From an optimization exercise on the open Yosys and OpenROAD flow, aimed at small area and a short achievable clock period; shortcuts taken in it are not production practice.
At most, simulation tests tie the RTL to the original design; equivalence was not proved.
Function not checked in runs 1 to 5 and 9: the RTL went through the layout flow alone.
No activity file was given, so power comes from the tool's default toggle rates.

[flow/run.sh]
#!/bin/bash
# The standard layout (standard.sh), with three changes to synthesis and
# placement. Registers and their names are the standard synthesis's.
#  - abc maps the logic with flow/abc.script, an area-first script; the
#    resizer then sizes the critical paths;
#  - full/half adder cells are not extracted (abc maps that logic too);
#  - the port buffers start as buf_1 cells (the resizer sizes them up where
#    timing needs it).
# Each tool's output goes to flow.log; ORFS keeps its own logs under orfs/.
set -euo pipefail
W=$PWD
export ADDER_MAP_FILE=
export BUFFER_PORTS_ARGS="-buffer_cell sky130_fd_sc_hd__buf_1"
{
  head -n 1 synth_recipe.tcl
  cat <<EOT
proc abc {args} {
  set i [lsearch -exact \$args -script]
  if {\$i >= 0} { lset args [expr {\$i + 1}] $W/flow/abc.script }
  yosys abc {*}\$args
}
EOT
  tail -n +2 synth_recipe.tcl
} > my_synth.tcl
sed "s#SYNTH_SCRIPT=[^ ]*#SYNTH_SCRIPT=$W/my_synth.tcl#" standard.sh > my_standard.sh
grep -q "SYNTH_SCRIPT=$W/my_synth.tcl" my_standard.sh
bash my_standard.sh > flow.log 2>&1
[flow/abc.script]
strash
dc2
dch -f
map -a
topo
[standard.sh]
#!/bin/bash
# synth_recipe.tcl (not shown) runs the flow's synth.tcl, then flattens the netlist and writes it again
# the make line also repeats each setting of config.mk as NAME=value (left out here)
make -C /OpenROAD-flow-scripts/flow DESIGN_CONFIG=/design/flow/config.mk WORK_HOME=/design/flow/orfs CLKGATE_MAP_FILE= SYNTH_SCRIPT=/design/flow/synth_recipe.tcl "${@:-finish}"
[config.mk]
export PLATFORM = sky130hd
export DESIGN_NAME = ALU_top
export DESIGN_NICKNAME = ALU_top
export VERILOG_FILES = /design/flow/design.v
export SDC_FILE = /design/flow/constraint.sdc
export NUM_CORES = 4
export LEC_CHECK = 0
export CAP_MARGIN = 20
export CORE_MARGIN = 2
export CORE_UTILIZATION = 40
export SETUP_SLACK_MARGIN = 3.5
export SLEW_MARGIN = 20
[constraint.sdc]
create_clock -name core_clock -period 6.5 [get_ports {clk}]
set_input_delay 1.3000 -clock core_clock [delete_from_list [all_inputs] [get_ports {clk}]]
set_output_delay 1.3000 -clock core_clock [all_outputs]
set_load 0.01 [all_outputs]
[design.v]
module ALU_pre #(parameter K = 4) (
    input  [63:0]       A,
    input  [63:0]       B,
    input  [3:0]        OPERATION,
    output [63:0]       S,       
    output [64/K-2:0]   G        
);
    localparam NB = 64 / K;
    wire op_and  = (OPERATION == 4'b0000);
    wire op_or   = (OPERATION == 4'b0001);
    wire op_pass = (OPERATION == 4'b0111);
    wire op_nor  = (OPERATION == 4'b1100);
    wire op_sub  = (OPERATION == 4'b0110);
    wire op_neg  = (OPERATION == 4'b0101);
    wire op_add  = ~(op_and | op_or | op_pass | op_nor | op_sub | op_neg);
    wire cin = op_sub | op_neg;
    wire p00 = op_sub | op_nor;
    wire p01 = op_add | op_or | op_pass;
    wire p10 = op_add | op_or;
    wire p11 = op_sub | op_and | op_or | op_pass;
    wire g10 = op_sub;
    wire g11 = op_add;
    wire [63:0] x  = A ^ B;
    wire [63:0] xn = {x[63:1], ~x[0]};                   
    wire [63:0] tp = {A[62:1] | B[62:1], A[0] & B[0], 1'b1};   
    wire [63:0] p = (A & B & {64{p11}}) | (A & ~B & {64{p10}})
                  | (~A & B & {64{p01}}) | (~A & ~B & {64{p00}})
                  | ({64{op_neg}} & ~(xn ^ tp));
    wire [63:0] g = (A & B & {64{g11}}) | (A & ~B & {64{g10}})
                  | ({64{op_neg}} & xn & ~tp);
    genvar j, i;
    generate
        for (j = 0; j < NB; j = j + 1) begin : blk
            wire [K:0] c;    
            if (j == 0) begin : b0
                assign c[0] = cin;
            end else begin : bj
                assign c[0] = 1'b0;
            end
            for (i = 0; i < K; i = i + 1) begin : bt
                assign c[i+1] = g[j*K+i] | (p[j*K+i] & c[i]);
                assign S[j*K+i] = p[j*K+i] ^ c[i];
            end
            if (j < NB - 1) begin : gout
                assign G[j] = c[K];
            end
        end
    endgenerate
endmodule
module ALU_post #(parameter K = 4) (
    input  [63:0]       S,
    input  [64/K-2:0]   G,
    output [63:0]       Out
);
    localparam NB = 64 / K;
    wire [NB-1:0] P;
    wire [NB-1:0] c;    
    genvar j, l, i;
    generate
        for (j = 0; j < NB; j = j + 1) begin : bp
            assign P[j] = &S[j*K +: K];
        end
    endgenerate
    localparam LV = $clog2(NB);
    wire [NB-1:0] gg [0:LV];
    wire [NB-1:0] pp [0:LV];
    assign gg[0] = {G, 1'b0};
    assign pp[0] = {P[NB-2:0], 1'b0};
    generate
        for (l = 0; l < LV; l = l + 1) begin : lvl
            for (j = 0; j < NB; j = j + 1) begin : node
                if ((j >> l) & 1) begin : comb
                    localparam integer SRC = ((j >> l) << l) - 1;
                    assign gg[l+1][j] = gg[l][j] | (pp[l][j] & gg[l][SRC]);
                    assign pp[l+1][j] = pp[l][j] & pp[l][SRC];
                end else begin : pass
                    assign gg[l+1][j] = gg[l][j];
                    assign pp[l+1][j] = pp[l][j];
                end
            end
        end
    endgenerate
    assign c = gg[LV];
    generate
        for (j = 0; j < NB; j = j + 1) begin : inc
            for (i = 0; i < K; i = i + 1) begin : bt
                if (i == 0) begin : b0
                    assign Out[j*K] = S[j*K] ^ c[j];
                end else begin : bi
                    assign Out[j*K+i] = S[j*K+i] ^ (c[j] & (&S[j*K +: i]));
                end
            end
        end
    endgenerate
endmodule
module ALU_top(
    input             clk,
    input      [63:0] A,
    input      [63:0] B,
    input      [3:0]  OPERATION,
    output reg [63:0] Out,
    output            Z
);
    localparam K = 4;
    wire [63:0]     s_d;
    wire [64/K-2:0] g_d;
    reg  [63:0]     s_q;
    reg  [64/K-2:0] g_q;
    wire [63:0]     alu_out;
    ALU_pre  #(.K(K)) pre (.A(A), .B(B), .OPERATION(OPERATION), .S(s_d), .G(g_d));
    ALU_post #(.K(K)) post(.S(s_q), .G(g_q), .Out(alu_out));
    always @(posedge clk) begin
        s_q  <= s_d;
        g_q  <= g_d;
        Out  <= alu_out;
    end
    assign Z = ~|Out;
endmodule
==> impl_metrics.yaml, run 1 <==
flow_run:
  drv_cap: 0
sta:
  setup_violations: 0
  holdWs_ns: 0.327
  slew_headroom_pct: 53.7
  drv_slew: 0
  layout_min_cycle_time_ns: 6.16
  finalHoldViolations: 0
  fmax_ghz: 0.162
  fin_tns_setup_ns: 0
  min_period_over_period_pct: 94.7
  finalClockSkew_ns: 0.0104
  worst_pin_slew_ns: 0.677
  rsz0062_at_grt: "yes"
layout:
  layout_common_cells: "nand2_1, buf_1, nor2_1, clkinv_1, dfxtp_1"
  syn2layout_area_growth_pct: 50.1
  n_fill_cell: 2038
  final_cells: 2028
  drive_above_1_share_pct: 21.4
  fin_nets: 1861
  regArea_um2: 2870
  multiInputGateArea_um2: 6870
  finish.utilization_pct: 61.2
  final_common_cell: "nand2_1"
critical_path:
  arrival_ns: 6.47
  required_ns: 6.82
  crit_type: "reg2reg"
  slowest_stage: "dfxtp_2"
  timing.rr.start: "s_q[4]"
  crit_fanout: 3
  reg2reg_depth: 46
  cp-end-kind: "flop"
  r2r-end: "Out[63]"
  cpPeakStageDelay_ns: 0.35
  start_kind: "flop"
  ff2ff_setup_slack_ns: 0.34
clock_tree:
  cts_root_buf: "clkbuf_16"
  cts_tree: "yes"
  path_clk_slew_ns: 0.06
  numCtsBuffers: 17
  htree_levels: 4
  clock_path_buffers: 2
  clock-sinks: 143
  insertion_delay_ns: 0.42
min_path:
  hp-class: "reg2reg"
  hold_end: "Out[1]"
  whs_path_depth: 0
  hp-start: "s_q[1]"
floorplanning:
  dieArea_um2: 24300
  start_util_pct: 40.7
  ios: 198
  fp.dieW_um: 156
  rows: 55
  die_h_um: 156
  core_area_um2: 22600
synthesis:
  synth_compound_area_share_pct: 25.3
  synth_cell_types: 28
  synth-seq-cells: 143
  synth-simple-area-share_pct: 28.1
  synth_top_family_by_area: "simple AND/OR/NAND/NOR gates"
  syn-num-nets: 1465
  syn_area_um2: 9220
  synthCells: 1332
  avgSynthCellArea_um2: 6.92
  yosysSeqAreaShare_pct: 31.0
  muxShareOfSynthArea_pct: 0
  synth_warnings: 2
  synth-adder-area-share_pct: 0
  synth_xor_xnor_area_share_pct: 8.93
global_routing:
  grt_pass1_vias: 10354
  gr-usage-all-layers_pct: 27.0
  grt_overflow: 0
  grt_antenna_before_repair: 2
  grt_pass1_wl_mm: 52.1
  grt_max_degree: 75
routing:
  drt_first_pass_iters: 6
  detail_route.wl_per_cell_um: 17.1
  drt-total-wl_mm: 34.6
  antenna_left: 0
  post-route-drc-count: 0
  drt_iter0_drc: 751
  vias_per_cell: 5.66
  vias: 11473
power_and_ir_drop:
  p_sw_share_pct: 35.1
  power_leakage_nw: 5.45
  p_sw_mw: 1.16
  p_comb_share_pct: 33.0
  clockPowerShare_pct: 29.3
  power_frac_seq_pct: 37.7
  power_density_nw_per_um2: 240
  intPower_mw: 2.15
  ir_drop_v: 0.000147
placed_design:
  portBuffers: 197
  place_inst: 1856
  place.gp.congestion: 0.881
  dp_hpwl_mm: 20.4
status:
  status: "timing/DRC/antenna clean"
==> power by group through the flow <==
stage / logic (mW) / clock network [mW] / registers, mW
after global placement: 0.816 / 0 / 1.25
final: 1.10 / 0.971 / 1.25
after global routing: 1.20 / 1.02 / 1.27
after detailed placement: 0.823 / 0 / 1.25
after CTS: 1.01 / 0.982 / 1.25
after floorplan: 0.477 / 0 / 1.27
==> timing repair <==
item                       4_1_cts  5_1_grt
hold endpoints to repair         0        0
hold buffers                     0        0
setup buffers                   90       42
gates resized for setup        147       47
pin swaps                       86       64
setup endpoints to repair      117       84
cloned                           5        1
==> routing by layer <==
layer | vias to the layer above | share of wire (%) | GRT usage, %
met5 | - | 0 | 0
met4 | 0 | 4.2 | 11.6
met3 | 110 | 8.2 | 4.86
met2 | 464 | 46 | 44.7
met1 | 5276 | 41 | 34.6
li1 | 5623 | - | -
==> kinds of logic after synthesis <==
family	after synthesis
flops	143
buf+inv	162
compound gates	328
simple gates	605
xor+xnor	94
==> critical path, delay by kind of cell, from the launching register on <==
kind / cells / cell delay (ns)
AO/OA/AOI/OAI: 14 / 1.69
AND/OR/NAND/NOR: 30 / 3.86
XOR/XNOR: 1 / 0.11
flip-flops: 1 / 0.35
buffers and inverters: 1 / 0.07
==> per-stage QoR <==
stage / setup WS (ns) / cell area (µm²) / power (mW)
after CTS: 0.322 / 13300 / 3.24
final: 0.341 / 13800 / 3.32
after floorplan: -0.945 / 9670 / 1.75
after global routing: -0.0277 / 13800 / 3.48
after detailed placement: -0.271 / 11100 / 2.07
after global placement: -0.222 / 11100 / 2.07
==> synthesized netlist by cell type <==
cell type / n / area [µm²]
nor2_1: 166 / 623
xnor2_1: 2 / 17.5
a221oi_1: 37 / 324
o32ai_1: 13 / 114
and3_2: 14 / 105
a211oi_1: 5 / 37.5
xor2_1: 92 / 806
a311oi_1: 17 / 149
o211ai_1: 20 / 150
o22ai_1: 40 / 250
a2111oi_0: 5 / 43.8
o221ai_1: 50 / 438
a31oi_1: 23 / 144
nand3_1: 101 / 505
a22oi_1: 1 / 7.51
clkinv_1: 162 / 608
nor3_1: 46 / 230
or2_2: 12 / 75.1
o21ai_0: 29 / 145
nand2_1: 243 / 912
nand4_1: 4 / 25.0
o311ai_0: 1 / 8.76
o2111ai_1: 8 / 70.1
dfxtp_1: 143 / 2860
a21oi_1: 57 / 285
o21bai_1: 14 / 105
nor4_1: 19 / 119
a21boi_0: 8 / 60.1
==> cell type report <==
| class | count | area share (%) |
|---|---|---|
| multi-input cells | 1028 | 49.6 |
| flip-flops and latches | 143 | 20.7 |
| repair buffers | 375 | 17.9 |
| inverters | 162 | 4.82 |
| clock buffers | 18 | 3.10 |
| well taps | 285 | 2.58 |
| clock inverters | 14 | 1.13 |
| repair inverters | 1 | 0.117 |
| diodes | 2 | 0.0361 |
==> sequential cells by signal (all words and copies together), names as in the netlist <==
signal / count
Out: 64
s_q: 64
g_q: 15
==> worst max-delay path by stage <==
stage / slack [ns] / end / from / cells past startpoint
final: 0.34 / Out[63] / s_q[4] / 46
after global routing: -0.03 / Out[63] / s_q[5] / 46
after CTS: 0.32 / Out[63] / s_q[4] / 46
after detailed placement: -0.27 / Out[63] / s_q[5] / 46
after global placement: -0.22 / Out[63] / s_q[5] / 46
after floorplan: -0.94 / g_q[0] / OPERATION[2] / 17
==> inputs of run 2 (changes only) <==
--- a/config.mk
+++ b/config.mk
@@ -10,3 +10,2 @@
 export CORE_UTILIZATION = 40
-export SETUP_SLACK_MARGIN = 3.5
 export SLEW_MARGIN = 20
==> impl_metrics.yaml, run 2 <==
placed_design:
  portBuffers: 197
  place_inst: 1856
  dp_hpwl_mm: 20.8
  place.gp.congestion: 0.857
  place_area_um2: 11100
synthesis:
  synthArstFlopShare_pct: 0
  synth_cell_types: 28
  syn-num-nets: 1465
  synth_commonest_cells: "nand2_1, nor2_1, clkinv_1"
  avgSynthCellArea_um2: 6.92
  yosys.area.top_type: "dfxtp_1"
  syn_area_um2: 9220
  synth_warnings: 2
  yosysSeqAreaShare_pct: 31.0
  synth_top_cell_area_share_pct: 31.0
  synth-main-ff-cell: "dfxtp_1"
  synth_area_leaders: "dfxtp_1, nand2_1, xor2_1"
  synth-seq-cells: 143
  yosysMostFrequentCell: "nand2_1"
  synthCells: 1332
  synth_edf_count: 0
clock_tree:
  insertion_delay_ns: 0.43
  htree_levels: 4
  cts_root_buf: "clkbuf_16"
  clock-sinks: 143
  clock_path_buffers: 2
  cts_tree: "yes"
  numCtsBuffers: 17
  path_clk_slew_ns: 0.06
layout:
  final_cells: 1911
  final_area_um2: 11900
  final_common_cell: "nand2_1"
  drive_above_1_share_pct: 10.8
  n_antenna_cell: 0
  n_fill_cell: 2279
  syn2layout_area_growth_pct: 28.9
  fin_nets: 1746
  layout_common_cells: "nand2_1, buf_1, nor2_1, clkinv_1, dfxtp_1"
  reg_top3: "Out: 64 flops, s_q: 64 flops, g_q: 15 flops"
flow_run:
  drv_cap: 0
global_routing:
  grt_pass1_vias: 9795
  grt_antenna_before_repair: 2
  grt_overflow: 0
  grt_pass1_wl_mm: 47.5
  gr-usage-all-layers_pct: 24.3
  grt_max_degree: 56
critical_path:
  ff2ff_setup_slack_ns: 0.16
  cp-end-kind: "flop"
  path_buf_inv: 1
  start_kind: "flop"
  r2r-end: "Out[63]"
  slowest_stage: "dfxtp_2"
  arrival_ns: 6.65
  cpPeakStageDelay_ns: 0.35
  required_ns: 6.81
  crit_family: "simple AND/OR/NAND/NOR gates"
  reg2reg_depth: 46
  timing.rr.start: "s_q[4]"
  crit_type: "reg2reg"
  crit_fanout: 3
sta:
  finalHoldViolations: 0
  drv_slew: 0
  holdWs_ns: 0.332
  worst_pin_slew_ns: 0.759
  fin_tns_setup_ns: 0
  fmax_ghz: 0.158
  setup_violations: 0
  layout_min_cycle_time_ns: 6.34
  slew_headroom_pct: 48.1
  min_period_over_period_pct: 97.5
  finalClockSkew_ns: 0.0103
  rsz0062_at_grt: "yes"
floorplanning:
  fp.dieW_um: 156
  core_area_um2: 22600
  start_util_pct: 40.7
  ios: 198
  die_h_um: 156
  dieArea_um2: 24300
  rows: 55
status:
  status: "timing/DRC/antenna clean"
min_path:
  hold_end: "Out[1]"
  whs_path_depth: 0
  hp-class: "reg2reg"
  hp-start: "s_q[1]"
routing:
  vias_per_cell: 5.61
  vias: 10715
  post-route-drc-count: 0
  drt_iter0_drc: 548
  detail_route.wl_per_cell_um: 15.6
  antenna_left: 0
  drt-total-wl_mm: 29.9
  drt_first_pass_iters: 5
power_and_ir_drop:
  ir_drop_v: 0.000136
  power_leakage_nw: 4.58
  power_density_nw_per_um2: 254
## run 2: cell count changes in the layout (fill, tap and decap cells not counted), sizes merged
cell,before,now
clkinvlp,4,2
bufbuf,1,0
inv,10,12
diode,2,0
bufinv,2,0
clkbuf,19,17
nand2,244,243
buf,373,262
clkinv,161,163
## run 2: worst max path at each step
stage / start / endpoint / slack (ns) / cells past startpoint
6_report: s_q[4] / Out[63] / 0.16 / 46
2_1_floorplan: OPERATION[2] / g_q[0] / -0.95 / 17
3_3_place_gp: s_q[5] / Out[63] / -0.19 / 46
4_1_cts: s_q[5] / Out[63] / 0.02 / 46
3_5_place_dp: s_q[5] / Out[63] / -0.27 / 46
5_1_grt: s_q[5] / Out[63] / -0.19 / 46
## run 2: layout make-up
class,count,area [µm²],area share [%]
inverter,162,637,5.36
tap,285,357,3.00
timing repair buffer,262,1250,10.5
multi-input combinational,1027,6200,52.2
clock buffer,17,425,3.58
clock inverter,15,145,1.22
sequential,143,2870,24.1
## run 2: cells by family after synthesis
family,synth area share [%]
AO/OA/AOI/OAI,25.3
XOR/XNOR,8.93
buffers and inverters,6.59
flip-flops,31.0
AND/OR/NAND/NOR,28.1
## run 2: power by group
part / internal [mW] / total, mW / switching, mW
clock network: 0.509 / 0.943 / 0.434
registers: 1.09 / 1.23 / 0.140
logic: 0.332 / 0.847 / 0.515
total: 1.93 / 3.02 / 1.09
## run 2: worst reg2reg max path: cells and delay by family, from the launching register on
kind,cells,cell delay (ns)
compound gates,14,1.83
flops,1,0.35
simple gates,30,3.85
xor+xnor,1,0.11
buf+inv,1,0.07
## run 2: timing repair
item                                    in CTS  in global routing
endpoints found under the setup margin       4                  4
pin swaps                                   15                 29
resized for setup                            1                  2
hold buffers                                 0                  0
buffers inserted                             6                 17
## run 2: layer usage
layer  vias to the layer above  wire (µm)  part of all wire [%]  track usage, %
met4                         4        778                   2.6            10.1
met3                        63       2010                   6.7            4.28
met5                         -         19                 0.064               0
li1                       5395          -                     -               -
met2                       388      14100                    47            41.6
met1                      4865      13000                    43            30.3
## run 2: stage by stage
step,total power [mW],worst slack [ns],utilization [%]
final,3.02,0.163,52.5
after global routing,3.19,-0.185,52.5
after CTS,3.02,0.0235,51.9
after detailed placement,2.07,-0.274,49.2
after global placement,2.06,-0.189,49.2
after floorplan,1.75,-0.947,-
==> inputs of run 3 (changes only) <==
==> design.v (replaced) <==
module ALU_operands (
    input  [63:0] A,
    input  [63:0] B,
    input  [3:0]  OPERATION,
    output [63:0] X,
    output [63:0] Y,
    output        cin
);
    wire op_and  = (OPERATION == 4'b0000);
    wire op_or   = (OPERATION == 4'b0001);
    wire op_pass = (OPERATION == 4'b0111);
    wire op_nor  = (OPERATION == 4'b1100);
    wire op_sub  = (OPERATION == 4'b0110);
    wire op_neg  = (OPERATION == 4'b0101);
    wire op_add  = ~(op_and | op_or | op_pass | op_nor | op_sub | op_neg);
    assign cin = op_sub | op_neg;
    wire x00 = op_nor;
    wire x01 = op_or | op_pass | op_neg;
    wire x10 = op_add | op_sub | op_or | op_neg;
    wire x11 = op_add | op_sub | op_and | op_or | op_pass;
    wire [63:0] Xr = (A & B & {64{x11}}) | (A & ~B & {64{x10}})
                   | (~A & B & {64{x01}}) | (~A & ~B & {64{x00}});
    assign X = {Xr[63:1], Xr[0] ^ op_neg};
    wire [63:0] tn = {~(A[62:1] | B[62:1]), ~(A[0] & B[0]), 1'b0};
    assign Y = ({64{op_add}} & B) | ({64{op_sub}} & ~B) | ({64{op_neg}} & tn);
endmodule
module ALU_add (
    input  [63:0] X,
    input  [63:0] Y,
    input         cin,
    output [63:0] Out
);
    wire [63:0] p = X ^ Y;
    wire [63:0] g0 = X & Y;
    wire [63:0] g = {g0[63:1], g0[0] | (p[0] & cin)};
    localparam LV = 6;
    wire [63:0] gg [0:LV];
    wire [63:0] pp [0:LV];
    assign gg[0] = g;
    assign pp[0] = p;
    genvar l, j;
    generate
        for (l = 0; l < LV; l = l + 1) begin : lvl
            for (j = 0; j < 64; j = j + 1) begin : node
                if ((j >> l) & 1) begin : comb
                    localparam integer SRC = ((j >> l) << l) - 1;
                    assign gg[l+1][j] = gg[l][j] | (pp[l][j] & gg[l][SRC]);
                    assign pp[l+1][j] = pp[l][j] & pp[l][SRC];
                end else begin : pass
                    assign gg[l+1][j] = gg[l][j];
                    assign pp[l+1][j] = pp[l][j];
                end
            end
        end
    endgenerate
    assign Out = p ^ {gg[LV][62:0], cin};
endmodule
module ALU_top(
    input             clk,
    input      [63:0] A,
    input      [63:0] B,
    input      [3:0]  OPERATION,
    output reg [63:0] Out,
    output            Z
);
    wire [63:0] x_d, y_d;
    wire        cin_d;
    reg  [63:0] x_q, y_q;
    reg         cin_q;
    wire [63:0] alu_out;
    ALU_operands ops(.A(A), .B(B), .OPERATION(OPERATION), .X(x_d), .Y(y_d), .cin(cin_d));
    ALU_add      add(.X(x_q), .Y(y_q), .cin(cin_q), .Out(alu_out));
    always @(posedge clk) begin
        x_q   <= x_d;
        y_q   <= y_d;
        cin_q <= cin_d;
        Out   <= alu_out;
    end
    assign Z = ~|Out;
endmodule
==> flow/abc.script (replaced) <==
strash
dch
map
topo
buffer
upsize
dnsize
==> impl_metrics.yaml, run 3 <==
routing:
  drt_first_pass_iters: 6
  vias: 12188
  drt_iter0_drc: 1062
  detail_route.wl_per_cell_um: 15.7
  vias_per_cell: 5.38
  antenna_left: 0
  drt-total-wl_mm: 35.6
  post-route-drc-count: 0
placed_design:
  place_inst: 2234
  place_area_um2: 12700
  place.gp.congestion: 0.928
  portBuffers: 197
  dp_hpwl_mm: 25.9
power_and_ir_drop:
  power_mw: 3.69
  intPower_mw: 2.31
  power_frac_seq_pct: 41.0
  power_leakage_nw: 5.71
  p_sw_mw: 1.38
  clockPowerShare_pct: 29.1
  ir_drop_v: 0.000137
  p_sw_share_pct: 37.4
  p_comb_share_pct: 29.9
  power_density_nw_per_um2: 278
floorplanning:
  core_area_um2: 28600
  start_util_pct: 40.6
  ios: 198
  fp.dieW_um: 174
  rows: 62
  dieArea_um2: 30400
  die_h_um: 174
sta:
  slew_headroom_pct: 23.6
  finalClockSkew_ns: 0.0117
  holdWs_ns: 0.497
  min_period_over_period_pct: 61.5
  rsz0062_at_grt: "no"
  worst_pin_slew_ns: 1.15
  fmax_ghz: 0.250
  fin_tns_setup_ns: 0
  finalHoldViolations: 0
  layout_min_cycle_time_ns: 4.00
  drv_slew: 0
  setup_violations: 0
layout:
  syn2layout_area_growth_pct: 14.3
  drive_above_1_share_pct: 6.54
  reg_top3: "Out: 64 flops, x_q: 64 flops, y_q: 64 flops"
  layout_common_cells: "nand2_1, inv_1, buf_1, dfxtp_1, a21oi_1"
  final_area_um2: 13300
  final_cells: 2267
  final_common_cell: "nand2_1"
  fin_nets: 2002
synthesis:
  synth-seq-cells: 193
  synth-main-ff-cell: "dfxtp_1"
  yosys.area.top_type: "dfxtp_1"
  synthCells: 1701
  synth_area_leaders: "dfxtp_1, nand2_1, inv_1"
  synthArstFlopShare_pct: 0
  synth_warnings: 2
  yosysSeqAreaShare_pct: 33.2
  synth_commonest_cells: "nand2_1, inv_1, dfxtp_1"
  syn-num-nets: 1834
  synth_top_cell_area_share_pct: 33.2
  avgSynthCellArea_um2: 6.83
  yosysMostFrequentCell: "nand2_1"
  synth_edf_count: 0
  synth_cell_types: 55
  syn_area_um2: 11600
clock_tree:
  cts.repair.resized: 0
  htree_levels: 4
  path_clk_slew_ns: 0.08
  numCtsBuffers: 17
  clock-sinks: 193
  cts_hold_buf: 0
  clock_path_buffers: 2
  post_cts_buffers: 0
  cts_tree: "yes"
  insertion_delay_ns: 0.44
  cts_root_buf: "clkbuf_16"
global_routing:
  gr-usage-all-layers_pct: 23.3
  grt_pass1_vias: 11396
  grt_antenna_before_repair: 3
  grt_pass1_wl_mm: 56.8
  grt_max_degree: 67
  grt_overflow: 0
status:
  status: "timing/DRC/antenna clean"
critical_path:
  crit_fanout: 66
  start_kind: "input pin"
  cp-end-kind: "flop"
  crit_type: "in2reg"
  required_ns: 6.78
  arrival_ns: 4.27
flow_run:
  drv_cap: 0
min_path:
  hp-class: "reg2reg"
-- run 3: cell count changes in the layout (fill, tap and decap cells not counted), moves of 65 or more --
| cell | previous run | this run |
|---|---|---|
| xor2_1 | 92 | 17 |
| o211ai_1 | 20 | 85 |
| clkinv_1 | 156 | 0 |
| inv_1 | 0 | 263 |
| o21ai_0 | 29 | 102 |
| a21oi_1 | 54 | 175 |
-- run 3: logic make-up (layout without fill, tap and decap cells) --
| group | after synthesis | after routing | synth area share, % |
|---|---|---|---|
| AOI/OAI and AO/OA | 522 | 522 | 28.8 |
| buffers and inverters | 322 | 503 | 11.0 |
| DFF | 193 | 193 | 33.2 |
| xor gates and xnor gates | 26 | 26 | 1.96 |
| and+or+nand+nor | 638 | 638 | 25.0 |
| other | 0 | 1 | 0 |
-- run 3: critical path: stages --
cell and delay [ns]:
buf_1 0.13, nor2_1 0.13, nand3_2 0.06, buf_4 0.36, nand3_2 0.20, buf_4 0.63, nand3_2 0.13, inv_1 0.87
a21oi_1 0.12, o21ai_0 0.12, o311ai_0 0.18
-- run 3: through the flow --
| stage | setup WS (ns) | utilization (%) |
|---|---|---|
| after global routing | 2.27 | 46.4 |
| after floorplan | 3.73 | - |
| after global placement | 2.16 | 44.2 |
| after detailed placement | 2.07 | 44.3 |
| after CTS | 2.53 | 46.4 |
| final | 2.50 | 46.4 |
-- run 3: power groups by stage --
stage | Sequential, mW | Clock [mW] | Combinational [mW]
3_3_place_gp | 1.54 | 0 | 1.07
3_5_place_dp | 1.54 | 0 | 1.10
4_1_cts | 1.52 | 1.10 | 1.11
5_1_grt | 1.54 | 1.14 | 1.23
2_1_floorplan | 1.58 | 0 | 0.705
6_report | 1.51 | 1.07 | 1.11
-- run 3: worst paths after layout --
check | start | to | slack [ns] | cells past startpoint
hold reg to reg | cin_q | Out[0] | 0.50 | 1
hold / removal | cin_q | Out[0] | 0.50 | 1
setup / recovery | OPERATION[0] | x_q[53] | 2.50 | 11
setup reg to reg | x_q[8] | Out[62] | 3.70 | 11
-- run 3: final cells by class --
cell class | count | area (µm²)
fill | 2944 | 15300
multi-input combinational | 1186 | 6520
sequential | 193 | 3860
inverter | 265 | 995
timing repair buffer | 206 | 827
tap | 384 | 480
clock buffer | 17 | 425
clock inverter | 15 | 171
antenna | 1 | 2.50
-- run 3: routing by layer --
metal	GRT usage, %	wire length (µm)	vias to the layer above
li1	-	-	6174
met1	29.3	15700	5552
met2	39.8	16600	393
met3	4.59	2390	65
met4	8.23	931	4
met5	0	25	-
==> inputs of run 4 (changes only) <==
--- a/config.mk
+++ b/config.mk
@@ -10,2 +10,3 @@
 export CORE_UTILIZATION = 40
+export SETUP_SLACK_MARGIN = 3.3
 export SLEW_MARGIN = 20
==> impl_metrics.yaml, run 4 <==
synthesis:
  synth_warnings: 2
  synth_commonest_cells: "nand2_1, inv_1, dfxtp_1"
  synth-adder-area-share_pct: 0
  synthCells: 1701
  synthArstFlopShare_pct: 0
  synth_area_leaders: "dfxtp_1, nand2_1, inv_1"
  yosysSeqAreaShare_pct: 33.2
  synth-simple-area-share_pct: 25.0
  synth_compound_area_share_pct: 28.8
  synth_xor_xnor_area_share_pct: 1.96
  muxShareOfSynthArea_pct: 0
  yosys.area.top_type: "dfxtp_1"
  synth_edf_count: 0
  synth-main-ff-cell: "dfxtp_1"
  yosysMostFrequentCell: "nand2_1"
  syn-num-nets: 1834
  synth_cell_types: 55
  synth_top_family_by_area: "compound AO/OA/AOI/OAI gates"
  syn_area_um2: 11600
  synth_top_cell_area_share_pct: 33.2
  synth-seq-cells: 193
  avgSynthCellArea_um2: 6.83
floorplanning:
  dieArea_um2: 30400
  rows: 62
  die_h_um: 174
  core_area_um2: 28600
  ios: 198
  start_util_pct: 40.6
  fp.dieW_um: 174
power_and_ir_drop:
  p_sw_share_pct: 37.8
  intPower_mw: 2.34
  ir_drop_v: 0.000138
  power_density_nw_per_um2: 276
  p_sw_mw: 1.43
  power_mw: 3.77
  p_comb_share_pct: 30.6
  clockPowerShare_pct: 28.6
  power_frac_seq_pct: 40.8
  power_leakage_nw: 5.82
routing:
  vias_per_cell: 5.39
  dr_wl_met3_mm: 2.70
  drt-total-wl_mm: 37.7
  top_layer: "met5"
  dr_wl_met2_mm: 17.5
  post-route-drc-count: 0
  detail_route.wl_per_cell_um: 16.5
  drt_iter0_drc: 1170
  drt_first_pass_iters: 5
  wl_met1_mm: 16.6
  vias: 12294
  antenna_left: 0
clock_tree:
  path_clk_slew_ns: 0.08
  insertion_delay_ns: 0.44
  cts_tree: "yes"
  clock_path_buffers: 2
  cts_root_buf: "clkbuf_16"
  cts_hold_buf: 0
  htree_levels: 4
  numCtsBuffers: 17
  clock-sinks: 193
sta:
  fmax_ghz: 0.310
  drv_slew: 0
  rsz0062_at_grt: "yes"
  finalHoldViolations: 0
  slew_headroom_pct: 45.7
  setup_violations: 0
  holdWs_ns: 0.506
  worst_pin_slew_ns: 0.814
  layout_min_cycle_time_ns: 3.23
  fin_tns_setup_ns: 0
  finalClockSkew_ns: 0.0120
  min_period_over_period_pct: 49.7
min_path:
  hp-class: "reg2reg"
  whs_path_depth: 1
  hp-start: "cin_q"
  hold_end: "Out[0]"
layout:
  drive_above_1_share_pct: 8.07
  final_common_cell: "nand2_1"
  fin_nets: 2015
  syn2layout_area_growth_pct: 17.2
  reg_top3: "Out: 64 flops, x_q: 64 flops, y_q: 64 flops"
  final_cells: 2280
  n_fill_cell: 2918
  layout_common_cells: "nand2_1, inv_1, buf_1, dfxtp_1, a21oi_1"
global_routing:
  grt_pass1_vias: 11471
  grt_overflow: 0
  grt_max_degree: 67
  grt_antenna_before_repair: 3
  gr-usage-all-layers_pct: 23.9
  grt_pass1_wl_mm: 58.1
critical_path:
  reg2reg_depth: 11
  cp-end-kind: "output port"
  timing.rr.start: "x_q[8]"
  crit_type: "reg2out"
  ff2ff_setup_slack_ns: 3.69
  start_kind: "flop"
  arrival_ns: 1.93
  required_ns: 5.20
  crit_fanout: 2
  r2r-end: "Out[62]"
placed_design:
  place.gp.congestion: 0.928
  portBuffers: 197
  dp_hpwl_mm: 25.9
  place_inst: 2234
flow_run:
  drv_cap: 0
status:
  status: "timing/DRC/antenna clean"
run 4: cell counts after synthesis:
Identical to the previous run, type by type.
run 4: kinds of logic after synthesis:
group | after synthesis
xor gates and xnor gates | 26
and+or+nand+nor | 638
DFF | 193
buffers and inverters | 322
AOI/OAI and AO/OA | 522
run 4: stage by stage:
stage | worst slack (ns) | util (%) | area [µm²]
6_report | 3.27 | 47.6 | 13600
2_1_floorplan | 3.73 | - | 11600
3_5_place_dp | 2.07 | 44.3 | 12700
3_3_place_gp | 2.16 | 44.2 | 12700
5_1_grt | 3.16 | 47.6 | 13600
4_1_cts | 3.24 | 47.1 | 13500
run 4: worst max path at each step:
| stage | from | end | slack (ns) | cells past startpoint |
|---|---|---|---|---|
| after detailed placement | OPERATION[0] | x_q[53] | 2.07 | 11 |
| after floorplan | OPERATION[1] | x_q[17] | 3.73 | 11 |
| final | Out[0] | Z | 3.27 | 4 |
| after global placement | OPERATION[0] | x_q[50] | 2.16 | 11 |
| after CTS | Out[18] | Z | 3.24 | 4 |
| after global routing | Out[17] | Z | 3.16 | 4 |
run 4: layer usage:
metal | GRT usage (%) | up-vias
met5 | 0 | -
met4 | 8.26 | 4
met3 | 4.92 | 69
met2 | 41.0 | 415
met1 | 29.8 | 5605
li1 | - | 6201
run 4: power by group through the flow:
| stage | clock network (mW) | logic [mW] | registers (mW) |
|---|---|---|---|
| floorplan | 0 | 0.705 | 1.58 |
| finish | 1.08 | 1.15 | 1.54 |
| global route | 1.14 | 1.28 | 1.56 |
| CTS | 1.10 | 1.13 | 1.53 |
| detailed placement | 0 | 1.10 | 1.54 |
| global placement | 0 | 1.07 | 1.54 |
run 4: final cells by class:
type                       instances  area, µm²  share of cell area, %
timing repair inverter             1       7.51                 0.0551
clock inverter                    15        171                   1.26
clock buffer                      17        425                   3.12
multi-input combinational       1188       6650                   48.8
timing repair buffer             216       1010                   7.43
inverter                         265       1010                   7.38
sequential                       193       3870                   28.4
antenna                            1       2.50                 0.0184
tap                              384        480                   3.53
run 4: what timing repair did:
| action | 4_1_cts | 5_1_grt |
|---|---|---|
| hold endpoints to repair | 0 | 0 |
| cloned | 3 | 3 |
| pin swaps | 6 | 7 |
| setup endpoints to repair | 65 | 64 |
| gates resized for setup | 25 | 16 |
| buffers inserted | 5 | 2 |
run 4: worst max-delay path, stage by stage (launching register included):
cell and delay [ns]:
dfxtp_1 0.37, nor4_4 0.37, nand4_1 0.34, nor4_1 0.24, buf_2 0.17
==> inputs of run 5 (changes only) <==
--- a/config.mk
+++ b/config.mk
@@ -10,3 +10,3 @@
 export CORE_UTILIZATION = 40
-export SETUP_SLACK_MARGIN = 3.3
+export SETUP_SLACK_MARGIN = 4.0
 export SLEW_MARGIN = 20
==> impl_metrics.yaml, run 5 <==
critical_path:
  cp_cell_sequence: "nor4_1 -> nand4_1 -> nor4_2 -> buf_2"
  timing.rr.start: "x_q[32]"
  cp-end-kind: "output port"
  required_ns: 5.20
  start_kind: "flop"
  crit_type: "reg2out"
  crit_family: "simple AND/OR/NAND/NOR gates"
  crit_fanout: 2
  slowest_stage: "nand4_1"
  arrival_ns: 2.00
  critical_path.startpoint: "Out[21]"
  cpPeakStageDelay_ns: 0.46
  path_buf_inv: 1
synthesis:
  synth_warnings: 2
  synth-main-ff-cell: "dfxtp_1"
  avgSynthCellArea_um2: 6.83
  yosys.area.top_type: "dfxtp_1"
  synth_edf_count: 0
  yosysSeqAreaShare_pct: 33.2
  yosysMostFrequentCell: "nand2_1"
  synth-seq-cells: 193
  synthArstFlopShare_pct: 0
  synthCells: 1701
  synth_commonest_cells: "nand2_1, inv_1, dfxtp_1"
  syn-num-nets: 1834
  synth_cell_types: 55
  synth_top_cell_area_share_pct: 33.2
  syn_area_um2: 11600
  synth_area_leaders: "dfxtp_1, nand2_1, inv_1"
layout:
  layout_common_cells: "nand2_1, inv_1, dfxtp_1, buf_1, a21oi_1"
  finish.utilization_pct: 50.3
  final_common_cell: "nand2_1"
  final_area_um2: 14400
  fin_nets: 2062
  reg_top3: "Out: 64 flops, x_q: 64 flops, y_q: 64 flops"
  n_fill_cell: 2841
  syn2layout_area_growth_pct: 24.0
  drive_above_1_share_pct: 12.5
min_path:
  hp-start: "cin_q"
  hp-class: "reg2reg"
routing:
  vias_per_cell: 5.43
  vias: 12648
  wl_met1_mm: 17.7
  dr_wl_met2_mm: 18.3
  dr_wl_met3_mm: 2.67
  drt_iter0_drc: 938
  antenna_left: 0
  top_layer: "met5"
  drt_first_pass_iters: 6
  post-route-drc-count: 0
  detail_route.wl_per_cell_um: 17.1
  drt-total-wl_mm: 39.8
global_routing:
  grt_antenna_before_repair: 3
  gr-usage-all-layers_pct: 25.5
  grt_overflow: 0
  grt_max_degree: 66
  grt_pass1_vias: 11540
  grt_pass1_wl_mm: 61.1
sta:
  layout_min_cycle_time_ns: 3.30
  drv_slew: 0
  finalClockSkew_ns: 0.0130
  worst_pin_slew_ns: 0.684
  finalHoldViolations: 0
  slew_headroom_pct: 54.4
  setup_violations: 0
  min_period_over_period_pct: 50.8
  fin_tns_setup_ns: 0
  fmax_ghz: 0.303
  rsz0062_at_grt: "yes"
floorplanning:
  fp.dieW_um: 174
  rows: 62
  start_util_pct: 40.6
  core_area_um2: 28600
  die_h_um: 174
  dieArea_um2: 30400
  ios: 198
clock_tree:
  path_clk_slew_ns: 0.07
  clock_path_buffers: 2
  cts_tree: "yes"
  cts_hold_buf: 0
  cts_root_buf: "clkbuf_16"
  insertion_delay_ns: 0.45
  htree_levels: 4
  numCtsBuffers: 17
  clock-sinks: 193
placed_design:
  portBuffers: 197
  dp_hpwl_mm: 26.1
  place_area_um2: 12700
  place.gp.congestion: 0.931
power_and_ir_drop:
  clockPowerShare_pct: 26.6
  power_frac_seq_pct: 40.2
  p_comb_share_pct: 33.2
  p_sw_share_pct: 37.8
  intPower_mw: 2.36
  p_sw_mw: 1.44
  ir_drop_v: 0.000159
  power_leakage_nw: 6.16
  power_mw: 3.80
  power_density_nw_per_um2: 264
flow_run:
  drv_cap: 0
status:
  status: "timing/DRC/antenna clean"
## run 5: cell counts after synthesis
Identical to the previous run, type by type.
## run 5: path summary, 6_finish.rpt
kind         endpoint  cells after the start  slack, ns
max                 Z                      4       3.20
min            Out[0]                      1       0.47
max reg2reg   Out[63]                     10       4.07
min reg2reg    Out[0]                      1       0.47
## run 5: final cells by class
class	count	area [µm²]	share of cell area, %
multi-input cells	1191	6920	48.0
flip-flops and latches	193	3860	26.8
repair buffers	258	1530	10.6
inverters	265	1030	7.14
well taps	384	480	3.34
clock buffers	20	447	3.10
clock inverters	12	101	0.703
repair inverters	3	27.5	0.191
diodes	3	7.51	0.0521
## run 5: kinds of logic (layout without fill, tap and decap cells)
kind of cell,count (synthesis),after routing,share of synthesized area (%)
xor+xnor,26,26,1.96
simple gates,638,641,25.0
other cells,0,3,0
buf+inv,322,558,11.0
flops,193,193,33.2
compound gates,522,524,28.8
## run 5: per-stage QoR
| step | hold WS, ns | setup slack [ns] | instances |
|---|---|---|---|
| 2_1_floorplan | 0.431 | 3.91 | 1701 |
| 3_3_place_gp | 0.470 | 1.79 | 2232 |
| 3_5_place_dp | 0.470 | 1.72 | 2233 |
| 4_1_cts | 0.479 | 3.21 | 2303 |
| 5_1_grt | 0.488 | 3.16 | 2328 |
| 6_report | 0.472 | 3.20 | 2329 |
## run 5: repair_timing
item / 4_1_cts / 5_1_grt
setup endpoints to repair: 161 / 154
pin swaps: 15 / 31
buffers inserted: 25 / 22
endpoints found under the hold margin: 0 / 0
resized for setup: 59 / 71
cloned: 13 / 1
## run 5: power groups by stage
| stage | Clock (mW) | Sequential (mW) | Combinational (mW) |
|---|---|---|---|
| finish | 1.01 | 1.53 | 1.26 |
| global route | 1.08 | 1.55 | 1.39 |
| CTS | 1.03 | 1.53 | 1.21 |
| detailed placement | 0 | 1.54 | 1.10 |
| global placement | 0 | 1.53 | 1.08 |
| floorplan | 0 | 1.58 | 0.721 |
## run 5: metal layers
metal / GRT usage, % / vias up
li1: - / 6314
met1: 33.6 / 5794
met2: 41.7 / 464
met3: 4.44 / 74
met4: 9.80 / 2
met5: 0 / -
==> inputs of run 6 (changes only) <==
--- a/design.v
+++ b/design.v
@@ -30,3 +30,4 @@
     input         cin,
-    output [63:0] Out
+    output [63:0] Out,
+    output        Z
 );
@@ -56,2 +57,4 @@
     assign Out = p ^ {gg[LV][62:0], cin};
+    wire [63:0] t = X | Y;
+    assign Z = &(p ~^ {t[62:0], cin});
 endmodule
@@ -63,3 +66,3 @@
     output reg [63:0] Out,
-    output            Z
+    output reg        Z
 );
@@ -70,4 +73,5 @@
     wire [63:0] alu_out;
+    wire        alu_z;
     ALU_operands ops(.A(A), .B(B), .OPERATION(OPERATION), .X(x_d), .Y(y_d), .cin(cin_d));
-    ALU_add      add(.X(x_q), .Y(y_q), .cin(cin_q), .Out(alu_out));
+    ALU_add      add(.X(x_q), .Y(y_q), .cin(cin_q), .Out(alu_out), .Z(alu_z));
     always @(posedge clk) begin
@@ -77,4 +81,4 @@
         Out   <= alu_out;
+        Z     <= alu_z;
     end
-    assign Z = ~|Out;
 endmodule
==> flow/abc.script (replaced) <==
strash
dc2
dch -f
map -a
topo
--- a/config.mk
+++ b/config.mk
@@ -10,3 +10,3 @@
 export CORE_UTILIZATION = 40
-export SETUP_SLACK_MARGIN = 4.0
+export SETUP_SLACK_MARGIN = 4.2
 export SLEW_MARGIN = 20
==> impl_metrics.yaml, run 6 <==
sta:
  slew_headroom_pct: 46.7
  finalWorstSetupSlack_ns: -2.42
  holdWs_ns: 0.627
  worst_pin_slew_ns: 0.779
  fin_tns_setup_ns: -51.66
  min_period_over_period_pct: 137
  rsz0062_at_grt: "yes"
  setup_violations: 35
  layout_min_cycle_time_ns: 8.92
  fmax_ghz: 0.112
  finalClockSkew_ns: 0.0197
  finalHoldViolations: 0
  drv_slew: 0
global_routing:
  grt_max_degree: 65
  grt_pass1_wl_mm: 62.3
  grt_overflow: 0
  grt_pass1_vias: 11325
  grt_antenna_before_repair: 2
  gr-usage-all-layers_pct: 31.1
synthesis:
  synth_top_cell_area_share_pct: 38.6
  synth_area_leaders: "dfxtp_1, nor2_1, clkinv_1"
  synth_warnings: 2
  syn-num-nets: 1554
  synth_commonest_cells: "nor2_1, clkinv_1, dfxtp_1"
  synth_cell_types: 31
  syn_area_um2: 10100
  muxShareOfSynthArea_pct: 0
  yosys.area.top_type: "dfxtp_1"
  synth_top_family_by_area: "compound AO/OA/AOI/OAI gates"
  synthCells: 1421
  synthArstFlopShare_pct: 0
  synth_compound_area_share_pct: 23.5
  synth_xor_xnor_area_share_pct: 6.79
  synth-simple-area-share_pct: 22.7
  yosysMostFrequentCell: "nor2_1"
  synth-main-ff-cell: "dfxtp_1"
  avgSynthCellArea_um2: 7.08
  yosysSeqAreaShare_pct: 38.6
  synth-adder-area-share_pct: 0
  synth-seq-cells: 194
  synth_edf_count: 0
layout:
  syn2layout_area_growth_pct: 64.2
  final_common_cell: "nor2_1"
  reg_top3: "Out: 64 flops, x_q: 64 flops, y_q: 64 flops"
  layout_common_cells: "nor2_1, clkinv_1, buf_1, dfxtp_1, buf_4"
  fin_nets: 2055
  final_cells: 2267
  drive_above_1_share_pct: 31.8
  final_area_um2: 16500
floorplanning:
  rows: 58
  ios: 198
  start_util_pct: 40.3
  core_area_um2: 25000
  dieArea_um2: 26400
  fp.dieW_um: 163
  die_h_um: 163
critical_path:
  ff2ff_setup_slack_ns: -2.42
  crit_type: "reg2reg"
  crit_fanout: 2
  arrival_ns: 9.24
  cp-end-kind: "flop"
  crit_path_frequent_cell: "buf_4"
  required_ns: 6.82
  start_kind: "flop"
  cpPeakStageDelay_ns: 0.33
  endpoint: "Out[28]"
  r2r-end: "Out[28]"
  slowest_stage: "dfxtp_2"
  critical_path.startpoint: "y_q[0]"
  timing.rr.start: "y_q[0]"
  reg2reg_depth: 79
routing:
  drt_iter0_drc: 1258
  detail_route.wl_per_cell_um: 20.5
  post-route-drc-count: 0
  drt-total-wl_mm: 46.5
  vias_per_cell: 5.55
  drt_first_pass_iters: 5
  vias: 12582
  antenna_left: 0
clock_tree:
  cts_root_buf: "clkbuf_16"
  clock_path_buffers: 2
  htree_levels: 4
  clock-sinks: 194
  cts_tree: "yes"
  path_clk_slew_ns: 0.08
  insertion_delay_ns: 0.45
  numCtsBuffers: 17
placed_design:
  place_inst: 2040
  dp_slack_ns: -1.99
  place_area_um2: 12100
  dp_hpwl_mm: 24.5
  portBuffers: 197
  place.gp.congestion: 0.908
flow_run:
  drv_cap: 0
power_and_ir_drop:
  power_leakage_nw: 6.41
  power_density_nw_per_um2: 278
  ir_drop_v: 0.000168
status:
  so_faults: "negative setup slack"
  status: "finished with violations"
min_path:
  hp-class: "reg2reg"
-- run 6: cell count changes after synthesis, moves of 37 or more --
cell      previous run  this run
nor2_1             131       255
nand2_1            282       145
clkinv_1             0       225
nand3_1            128        53
o211ai_1            85        48
xor2_1              17        62
inv_1              263         0
clkbuf_1            40         0
-- run 6: where the power goes --
group | internal [mW] | switching (mW) | leakage [nW]
sequential | 1.42 | 0.0955 | 1.63
clock | 0.592 | 0.506 | 0.288
combinational | 0.875 | 1.10 | 4.49
-- run 6: cells by family (layout without fill, tap and decap cells) --
family	after synthesis	in the layout
AND/OR/NAND/NOR	535	538
AO/OA/AOI/OAI	389	389
buffers and inverters	225	736
flip-flops	194	194
XOR/XNOR	78	78
other	0	2
-- run 6: timing repair --
action                                  in CTS  in global routing
pin swaps                                  103                120
gates resized for setup                    224                242
gates cloned                                12                  7
buffers inserted                           135                 39
hold buffers                                 0                  0
endpoints found under the setup margin     182                187
-- run 6: per-layer routing --
| metal | vias to the layer above | global-route usage, % | share of wire (%) |
|---|---|---|---|
| met5 | - | 0 | 0 |
| met4 | 0 | 13.8 | 5.4 |
| met3 | 172 | 6.39 | 9.0 |
| met2 | 715 | 52.9 | 48 |
| met1 | 5870 | 38.2 | 38 |
| li1 | 5825 | - | - |
-- run 6: how the worst min path moves through the flow --
stage	startpoint	end	slack, ns	depth (start not counted)
2_1_floorplan	cin_q	Out[0]	0.45	1
3_3_place_gp	cin_q	Out[0]	0.60	2
3_5_place_dp	cin_q	Out[0]	0.61	2
4_1_cts	x_q[63]	Out[63]	0.60	2
5_1_grt	x_q[63]	Out[63]	0.65	2
6_report	x_q[63]	Out[63]	0.63	2
-- run 6: critical path, delay by kind of cell, from the launching register on --
family                 cells  cell delay, ns
flip-flops                 1            0.33
AND/OR/NAND/NOR           31            2.93
AO/OA/AOI/OAI             21            2.13
buffers and inverters     27            3.35
-- run 6: per-stage QoR --
| stage | util [%] | power (mW) |
|---|---|---|
| after floorplan | - | 2.22 |
| after global placement | 48.6 | 2.74 |
| after detailed placement | 48.6 | 2.75 |
| after CTS | 60.1 | 4.22 |
| after global routing | 66.1 | 4.74 |
| final | 66.1 | 4.59 |
-- run 6: final cells by class --
class | count | area, µm²
Clock buffer | 21 | 460
Clock inverter | 11 | 126
Tap cell | 330 | 413
Fill cell | 1993 | 8450
Timing Repair inverter | 2 | 50.0
Timing Repair Buffer | 477 | 3660
Inverter | 225 | 938
Antenna cell | 2 | 5.00
Multi-Input combinational cell | 1005 | 6980
Sequential cell | 194 | 3890
==> inputs of run 7 (changes only) <==
==> flow/abc.script (replaced) <==
strash
dch
map
topo
buffer
upsize
dnsize
--- a/config.mk
+++ b/config.mk
@@ -10,3 +10,3 @@
 export CORE_UTILIZATION = 40
-export SETUP_SLACK_MARGIN = 4.2
+export SETUP_SLACK_MARGIN = 3.6
 export SLEW_MARGIN = 20
==> impl_metrics.yaml, run 7 <==
status:
  status: "timing/DRC/antenna clean"
clock_tree:
  clock-sinks: 194
  htree_levels: 4
  path_clk_slew_ns: 0.07
  cts_tree: "yes"
  cts_root_buf: "clkbuf_16"
  cts_hold_buf: 0
  insertion_delay_ns: 0.46
  clock_path_buffers: 2
  numCtsBuffers: 17
critical_path:
  path_buf_inv: 4
  crit_family: "buffers and inverters"
  required_ns: 6.87
  cp_cell_sequence: "buf_2 -> inv_1 -> nor2_1 -> a21oi_2 -> nand3_4 -> buf_12 -> nand3_2 -> clkinv_4 -> o31ai_1 -> xor2_1"
  reg2reg_depth: 11
  cpPeakStageDelay_ns: 0.32
  r2r-end: "Out[34]"
  crit_fanout: 18
  timing.rr.start: "x_q[13]"
  cp-end-kind: "flop"
  slowest_stage: "o31ai_1"
  ff2ff_setup_slack_ns: 3.76
  crit_type: "in2reg"
  arrival_ns: 3.24
  start_kind: "input pin"
floorplanning:
  rows: 63
  fp.dieW_um: 177
  ios: 198
  dieArea_um2: 31300
  core_area_um2: 29600
  die_h_um: 177
  start_util_pct: 40.5
synthesis:
  yosys.area.top_type: "dfxtp_1"
  syn_area_um2: 12000
  synthCells: 1798
  synthArstFlopShare_pct: 0
  synth-main-ff-cell: "dfxtp_1"
  avgSynthCellArea_um2: 6.66
  synth_commonest_cells: "inv_1, nand2_1, a21oi_1"
  synth_edf_count: 0
  synth-seq-cells: 194
  yosysSeqAreaShare_pct: 32.4
  synth_warnings: 2
  synth_cell_types: 48
  synth_top_cell_area_share_pct: 32.4
  synth_area_leaders: "dfxtp_1, inv_1, nand2_1"
  syn-num-nets: 1931
routing:
  drt_iter0_drc: 1337
  detail_route.wl_per_cell_um: 17.4
  drt_first_pass_iters: 7
  drt-total-wl_mm: 41.5
  vias: 12891
  vias_per_cell: 5.40
  antenna_left: 0
  post-route-drc-count: 0
global_routing:
  grt_max_degree: 66
  grt_pass1_wl_mm: 62.6
  gr-usage-all-layers_pct: 25.4
  grt_pass1_vias: 11592
  grt_antenna_before_repair: 1
  grt_overflow: 0
placed_design:
  place_inst: 2336
  dp_hpwl_mm: 29.4
  portBuffers: 197
  place.gp.congestion: 0.895
sta:
  finalHoldViolations: 0
  fmax_ghz: 0.348
  rsz0062_at_grt: "yes"
  finalClockSkew_ns: 0.0169
  layout_min_cycle_time_ns: 2.87
  min_period_over_period_pct: 44.2
  drv_slew: 0
  slew_headroom_pct: 43.7
  holdWs_ns: 0.629
  setup_violations: 0
  worst_pin_slew_ns: 0.844
  fin_tns_setup_ns: 0
power_and_ir_drop:
  ir_drop_v: 0.000167
  intPower_mw: 2.32
  power_leakage_nw: 6.13
  power_density_nw_per_um2: 275
  power_frac_seq_pct: 38.7
  clockPowerShare_pct: 26.7
  power_mw: 3.84
  p_sw_mw: 1.52
  p_comb_share_pct: 34.7
  p_sw_share_pct: 39.5
layout:
  layout_common_cells: "inv_1, nand2_1, a21oi_1, buf_1, dfxtp_1"
  syn2layout_area_growth_pct: 16.4
  finish.utilization_pct: 47.2
  fin_nets: 2117
  n_antenna_cell: 0
  drive_above_1_share_pct: 5.51
  reg_top3: "Out: 64 flops, x_q: 64 flops, y_q: 64 flops"
  final_cells: 2387
min_path:
  hp-start: "y_q[38]"
  hp-class: "reg2reg"
  whs_path_depth: 3
  hold_end: "Out[38]"
flow_run:
  drv_cap: 0
[run 7: power by group through the flow]
stage                     Combinational [mW]  Sequential (mW)  Clock [mW]
after floorplan                        0.769             1.56           0
after global placement                  1.25             1.51           0
after detailed placement                1.26             1.51           0
after CTS                               1.28             1.49        1.04
after global routing                    1.47             1.51        1.09
final                                   1.33             1.48        1.02
[run 7: area by class of cell]
cell class / count / area, µm²
Clock buffer: 17 / 425
Clock inverter: 15 / 121
Fill cell: 3035 / 15600
Inverter: 293 / 1110
Multi-Input combinational cell: 1257 / 6860
Sequential cell: 194 / 3880
Tap cell: 390 / 488
Timing Repair Buffer: 221 / 1050
[run 7: kinds of logic after synthesis]
| kind of cell | after synthesis | share of synthesized area, % |
|---|---|---|
| xor gates and xnor gates | 79 | 5.78 |
| DFF | 194 | 32.4 |
| and+or+nand+nor | 640 | 23.2 |
| AOI/OAI and AO/OA | 535 | 27.2 |
| buffers and inverters | 350 | 11.4 |
[run 7: what timing repair did]
action | 4_1_cts | 5_1_grt
gates cloned | 3 | 3
resized for setup | 15 | 16
pin swaps | 3 | 3
endpoints found under the setup margin | 104 | 93
buffers inserted | 4 | 9
[run 7: layer usage]
layer / up-vias / wire length, µm / global-route usage (%)
met5: - / 9 / 0
met4: 2 / 1310 / 8.51
met3: 84 / 2900 / 3.54
met2: 515 / 18900 / 41.3
met1: 5802 / 18400 / 34.7
li1: 6488 / - / -
[run 7: worst max-delay path by stage]
stage / from / to / slack [ns] / cells after the start
2_1_floorplan: OPERATION[2] / x_q[26] / 3.73 / 12
3_3_place_gp: OPERATION[0] / x_q[0] / 2.22 / 10
3_5_place_dp: OPERATION[2] / x_q[31] / 2.10 / 13
4_1_cts: OPERATION[2] / x_q[0] / 3.60 / 12
5_1_grt: OPERATION[2] / x_q[19] / 3.54 / 14
6_report: OPERATION[0] / x_q[0] / 3.63 / 10
[run 7: worst min-delay path, cell delays in order, from the launching register on]
cell and delay, ns:
dfxtp_1 0.31, nor2_1 0.14, o22ai_1 0.09, nand2_1 0.06
[run 7: through the flow]
step                cell area [µm²]  worst slack [ns]
floorplan                     12000              3.73
global placement              13100              2.22
detailed placement            13100              2.10
CTS                           13700              3.60
global route                  13900              3.54
finish                        13900              3.63
==> inputs of run 8 (changes only) <==
--- a/config.mk
+++ b/config.mk
@@ -10,3 +10,5 @@
 export CORE_UTILIZATION = 40
-export SETUP_SLACK_MARGIN = 3.6
+export SETUP_SLACK_MARGIN = 3.7
 export SLEW_MARGIN = 20
+export SYNTH_HIERARCHICAL = 1
+export SYNTH_MINIMUM_KEEP_SIZE = 0
==> impl_metrics.yaml, run 8 <==
status:
  status: "timing/DRC/antenna clean"
layout:
  final_common_cell: "nand2_1"
  multiInputGateArea_um2: 6850
  reg_top3: "Out: 64 flops, x_q: 64 flops, y_q: 64 flops"
  finish.utilization_pct: 47.6
  fin_nets: 2113
  regArea_um2: 3880
  n_fill_cell: 3059
  syn2layout_area_growth_pct: 16.6
  drive_above_1_share_pct: 5.07
  final_cells: 2380
  layout_common_cells: "nand2_1, nor2_1, inv_1, o21ai_0, buf_1"
synthesis:
  synthArstFlopShare_pct: 0
  synth_edf_count: 0
  synth-main-ff-cell: "dfxtp_1"
  synth-seq-cells: 194
  synth_top_cell_area_share_pct: 32.9
  synthCells: 1792
  avgSynthCellArea_um2: 6.58
  yosys.area.top_type: "dfxtp_1"
  synth_commonest_cells: "nand2_1, nor2_1, inv_1"
  synth_cell_types: 50
  synth_area_leaders: "dfxtp_1, nand2_1, o21ai_0"
  yosysSeqAreaShare_pct: 32.9
  yosysMostFrequentCell: "nand2_1"
  syn_area_um2: 11800
  synth_warnings: 8
  syn-num-nets: 1925
sta:
  finalHoldViolations: 0
  finalClockSkew_ns: 0.0165
  rsz0062_at_grt: "yes"
  layout_min_cycle_time_ns: 2.74
  fin_tns_setup_ns: 0
  drv_slew: 0
  worst_pin_slew_ns: 0.990
  setup_violations: 0
  min_period_over_period_pct: 42.2
  fmax_ghz: 0.365
  slew_headroom_pct: 33.9
  holdWs_ns: 0.596
min_path:
  hp-start: "cin_q"
  hold_end: "Out[0]"
  hp-class: "reg2reg"
  whs_path_depth: 2
routing:
  drt_first_pass_iters: 5
  antenna_left: 0
  drt_iter0_drc: 1363
  vias: 12934
  vias_per_cell: 5.43
  post-route-drc-count: 0
  detail_route.wl_per_cell_um: 17.6
  drt-total-wl_mm: 42.0
placed_design:
  dp_hpwl_mm: 29.9
  portBuffers: 197
  place.gp.congestion: 0.887
  place_inst: 2325
critical_path:
  crit_fanout: 50
  reg2reg_depth: 9
  crit_type: "in2reg"
  timing.rr.start: "x_q[35]"
  arrival_ns: 3.10
  start_kind: "input pin"
  required_ns: 6.86
  cp-end-kind: "flop"
  r2r-end: "Out[57]"
  ff2ff_setup_slack_ns: 3.90
global_routing:
  grt_pass1_wl_mm: 63.2
  grt_max_degree: 66
  grt_overflow: 0
  gr-usage-all-layers_pct: 26.4
  grt_antenna_before_repair: 5
  grt_pass1_vias: 11452
power_and_ir_drop:
  intPower_mw: 2.45
  clockPowerShare_pct: 28.7
  p_sw_mw: 1.51
  ir_drop_v: 0.000177
  power_density_nw_per_um2: 288
  power_leakage_nw: 6.12
  p_comb_share_pct: 33.6
  p_sw_share_pct: 38.2
  power_mw: 3.96
  power_frac_seq_pct: 37.7
clock_tree:
  clock-sinks: 194
  numCtsBuffers: 17
  cts_root_buf: "clkbuf_16"
  cts_tree: "yes"
  cts_hold_buf: 0
  insertion_delay_ns: 0.45
  htree_levels: 4
  clock_path_buffers: 2
  path_clk_slew_ns: 0.08
floorplanning:
  rows: 62
  dieArea_um2: 30900
  core_area_um2: 28900
  fp.dieW_um: 176
  ios: 198
  start_util_pct: 40.9
  die_h_um: 176
flow_run:
  drv_cap: 0
## run 8: cell count changes in the layout (fill, tap and decap cells not counted), sizes merged, moves of 22 or more
| cell | change |
|---|---|
| o311ai | -31 |
| nand2 | -22 |
| nor3 | +36 |
| o21ai | +102 |
| inv | -49 |
| nor2 | +111 |
| a21oi | -90 |
| o22ai | +50 |
| nand3 | -77 |
| o211ai | -55 |
## run 8: routing by layer
metal	routed length, µm	up-vias	track usage, %
met4	963	4	7.44
met1	18700	5916	36.0
met5	25	-	0
li1	-	6437	-
met2	19100	517	43.1
met3	3140	60	4.31
## run 8: how the worst max path moves through the flow
stage	from	endpoint	slack, ns	cells after the start
2_1_floorplan	OPERATION[0]	x_q[14]	4.04	8
3_3_place_gp	OPERATION[0]	x_q[44]	2.25	9
3_5_place_dp	OPERATION[0]	x_q[45]	2.14	9
4_1_cts	OPERATION[0]	x_q[37]	3.73	9
5_1_grt	OPERATION[0]	x_q[40]	3.66	11
6_report	OPERATION[0]	x_q[45]	3.76	11
## run 8: repair_timing
item | 4_1_cts | 5_1_grt
pin swaps | 4 | 3
setup endpoints to repair | 132 | 105
setup buffers | 5 | 11
gates resized for setup | 14 | 9
gates cloned | 4 | 0
## run 8: worst max-delay path, stage by stage
cell,delay [ns]
buf_2,0.19
nor2_2,0.08
nand3_2,0.08
buf_12,0.28
nand4_1,0.23
buf_4,0.20
buf_4,0.13
nand4_4,0.12
buf_8,0.26
nor2_1,0.08
o22ai_1,0.14
## run 8: cells by family (layout without fill, tap and decap cells)
logic type	Yosys count	count (layout)	synth area share, %
AOI/OAI and AO/OA	541	541	26.9
and+or+nand+nor	679	683	24.3
buffers and inverters	300	497	10.1
other	0	3	0
xor gates and xnor gates	78	78	5.79
DFF	194	194	32.9
## run 8: final cells by class
class	count	area share, %
sequential	194	28.3
timing repair buffer	222	7.22
multi-input combinational	1302	49.8
clock buffer	17	3.09
clock inverter	15	1.43
antenna	3	0.0546
tap	384	3.50
inverter	243	6.65
## run 8: modules after synthesis, one instance, submodules excluded
module / cells inside / copies in the design / flip-flops and latches
ALU_top: 194 / 1 / 194
ALU_operands: 664 / 1 / 0
ALU_add: 934 / 1 / 0
## run 8: power groups by stage
stage | sequential (mW) | clock [mW] | combinational (mW)
after detailed placement | 1.52 | 0 | 1.27
final | 1.50 | 1.13 | 1.33
after floorplan | 1.57 | 0 | 0.771
after CTS | 1.50 | 1.15 | 1.30
after global routing | 1.52 | 1.20 | 1.46
after global placement | 1.52 | 0 | 1.25
## run 8: through the flow
step,worst slack [ns],area (µm²)
after global placement,2.25,12800
final,3.76,13700
after CTS,3.73,13600
after global routing,3.66,13700
after floorplan,4.04,11800
after detailed placement,2.14,12900
==> inputs of run 9 (changes only) <==
--- a/design.v
+++ b/design.v
@@ -57,4 +57,3 @@
     assign Out = p ^ {gg[LV][62:0], cin};
-    wire [63:0] t = X | Y;
-    assign Z = &(p ~^ {t[62:0], cin});
+    assign Z = ~|Out;
 endmodule
==> impl_metrics.yaml, run 9 <==
critical_path:
  arrival_ns: 3.41
  required_ns: 6.87
  cp_cell_sequence: "nand2_2 -> nand4_1 -> nor3_4 -> a21oi_4 -> buf_8 -> buf_6 -> o211ai_1 -> nand4_1 -> nor3_2 -> nand4_1 -> nor3_2 -> nand4_1 -> nor2_1"
  cp-end-kind: "flop"
  path_buf_inv: 2
  reg2reg_depth: 13
  crit_path_frequent_cell: "nand4_1"
  cpPeakStageDelay_ns: 0.45
  slowest_stage: "nand4_1"
  ff2ff_setup_slack_ns: 3.46
  start_kind: "flop"
  crit_fanout: 8
  crit_type: "reg2reg"
  crit_family: "simple AND/OR/NAND/NOR gates"
  cp.depth: 13
sta:
  rsz0062_at_grt: "yes"
  min_period_over_period_pct: 46.8
  setup_violations: 0
  worst_pin_slew_ns: 0.974
  fin_tns_setup_ns: 0
  fmax_ghz: 0.329
  drv_slew: 0
  layout_min_cycle_time_ns: 3.04
  slew_headroom_pct: 35.0
  finalClockSkew_ns: 0.0155
  finalHoldViolations: 0
  finalWorstSetupSlack_ns: 3.46
floorplanning:
  dieArea_um2: 30400
  fp.dieW_um: 174
  core_area_um2: 28600
  start_util_pct: 40.6
  rows: 62
  die_h_um: 174
  ios: 198
layout:
  syn2layout_area_growth_pct: 22.1
  layout_common_cells: "nand2_1, nor2_1, inv_1, o21ai_0, buf_1"
  reg_top3: "Out: 64 flops, x_q: 64 flops, y_q: 64 flops"
  drive_above_1_share_pct: 10.5
  fin_nets: 2116
  final_area_um2: 14200
  final_common_cell: "nand2_1"
synthesis:
  syn-num-nets: 1897
  avgSynthCellArea_um2: 6.58
  synthArstFlopShare_pct: 0
  synth-simple-area-share_pct: 29.7
  yosysMostFrequentCell: "nand2_1"
  yosys.area.top_type: "dfxtp_1"
  synth_xor_xnor_area_share_pct: 0.151
  synth_warnings: 8
  synth_compound_area_share_pct: 27.3
  yosysSeqAreaShare_pct: 33.4
  synth_area_leaders: "dfxtp_1, o21ai_0, nand2_1"
  syn_area_um2: 11600
  synth_top_cell_area_share_pct: 33.4
  synth-main-ff-cell: "dfxtp_1"
  synth-adder-area-share_pct: 0
  synth_top_family_by_area: "simple AND/OR/NAND/NOR gates"
  muxShareOfSynthArea_pct: 0
  synth-seq-cells: 194
  synth_edf_count: 0
  synthCells: 1764
  synth_cell_types: 61
  synth_commonest_cells: "nand2_1, nor2_1, inv_1"
global_routing:
  grt_overflow: 0
  grt_pass1_vias: 11900
  grt_max_degree: 67
  gr-usage-all-layers_pct: 24.6
  grt_pass1_wl_mm: 59.7
  grt_antenna_before_repair: 3
routing:
  vias_per_cell: 5.49
  post-route-drc-count: 0
  detail_route.wl_per_cell_um: 16.8
  drt_first_pass_iters: 5
  vias: 13083
  drt-total-wl_mm: 40.0
  drt_iter0_drc: 1102
  antenna_left: 0
clock_tree:
  htree_levels: 4
  clock_path_buffers: 2
  clock-sinks: 194
  cts_root_buf: "clkbuf_16"
  cts_hold_buf: 0
  numCtsBuffers: 17
  path_clk_slew_ns: 0.08
  cts_tree: "yes"
  insertion_delay_ns: 0.45
placed_design:
  portBuffers: 197
  place_area_um2: 12600
  place.gp.congestion: 0.913
  dp_hpwl_mm: 26.9
  dp_slack_ns: 2.23
power_and_ir_drop:
  power_leakage_nw: 6.14
  power_density_nw_per_um2: 280
  ir_drop_v: 0.000181
status:
  status: "timing/DRC/antenna clean"
flow_run:
  drv_cap: 0
min_path:
  whs_path_depth: 3
  hp-class: "reg2reg"
[run 9: path summary, 6_finish.rpt]
kind / start / end
max: x_q[6] / Z
min: x_q[1] / Out[1]
max reg2reg: x_q[6] / Z
min reg2reg: x_q[1] / Out[1]
[run 9: per-stage QoR]
stage | cells | power [mW] | utilization (%) | hold WS (ns)
floorplan | 1764 | 2.31 | - | 0.505
global placement | 2300 | 2.64 | 44.2 | 0.568
detailed placement | 2300 | 2.66 | 44.2 | 0.586
CTS | 2354 | 3.90 | 47.9 | 0.605
global route | 2380 | 4.20 | 49.5 | 0.631
finish | 2381 | 3.96 | 49.5 | 0.606
[run 9: Yosys stat by module (local to each module, per instance)]
module / area, µm² / times used / cells
ALU_operands: 3190 / 1 / 664
ALU_add: 4540 / 1 / 906
ALU_top: 3880 / 1 / 194
[run 9: cell type report]
cell class,count,area [µm²]
antenna,1,2.50
clock buffer,17,425
clock inverter,15,193
fill,2954,14400
inverter,219,825
multi-input combinational,1303,7010
sequential,194,3900
tap,384,480
timing repair buffer,248,1340
[run 9: tightest hold or removal path, delay by kind of cell (launching register included)]
kind / cells / cell delay, ns
AOI/OAI and AO/OA: 1 / 0.10
and+or+nand+nor: 2 / 0.15
DFF: 1 / 0.33
[run 9: timing repair]
action,4_1_cts,5_1_grt
setup buffers,17,22
resized for setup,47,62
pin swaps,21,37
setup endpoints to repair,129,107
gates cloned,5,4
[run 9: logic make-up (layout without fill, tap and decap cells)]
group | count (synthesis) | after routing
other cells | 0 | 1
compound gates | 524 | 525
xor+xnor | 2 | 2
buf+inv | 272 | 499
simple gates | 772 | 776
flops | 194 | 194
[run 9: per-layer routing]
metal	global-route usage (%)	wire length (µm)	vias up
li1	-	-	6499
met1	32.1	17400	5958
met2	39.6	17900	546
met3	4.35	3220	80
met4	11.4	1440	0
met5	0	0	-
[run 9: power breakdown]
group          switching [mW]  internal [mW]
clock                   0.533          0.589
sequential             0.0769           1.39
combinational           0.888          0.485
total                    1.50           2.47

Setup slack of run 9, layout unchanged: 3.460 ns with ideal ports, 3.460 ns with driving cells assumed (clock clkbuf_16, inputs buf_2), 3.317 ns with port delays also shifted by the 0.486 ns mid clock arrival.
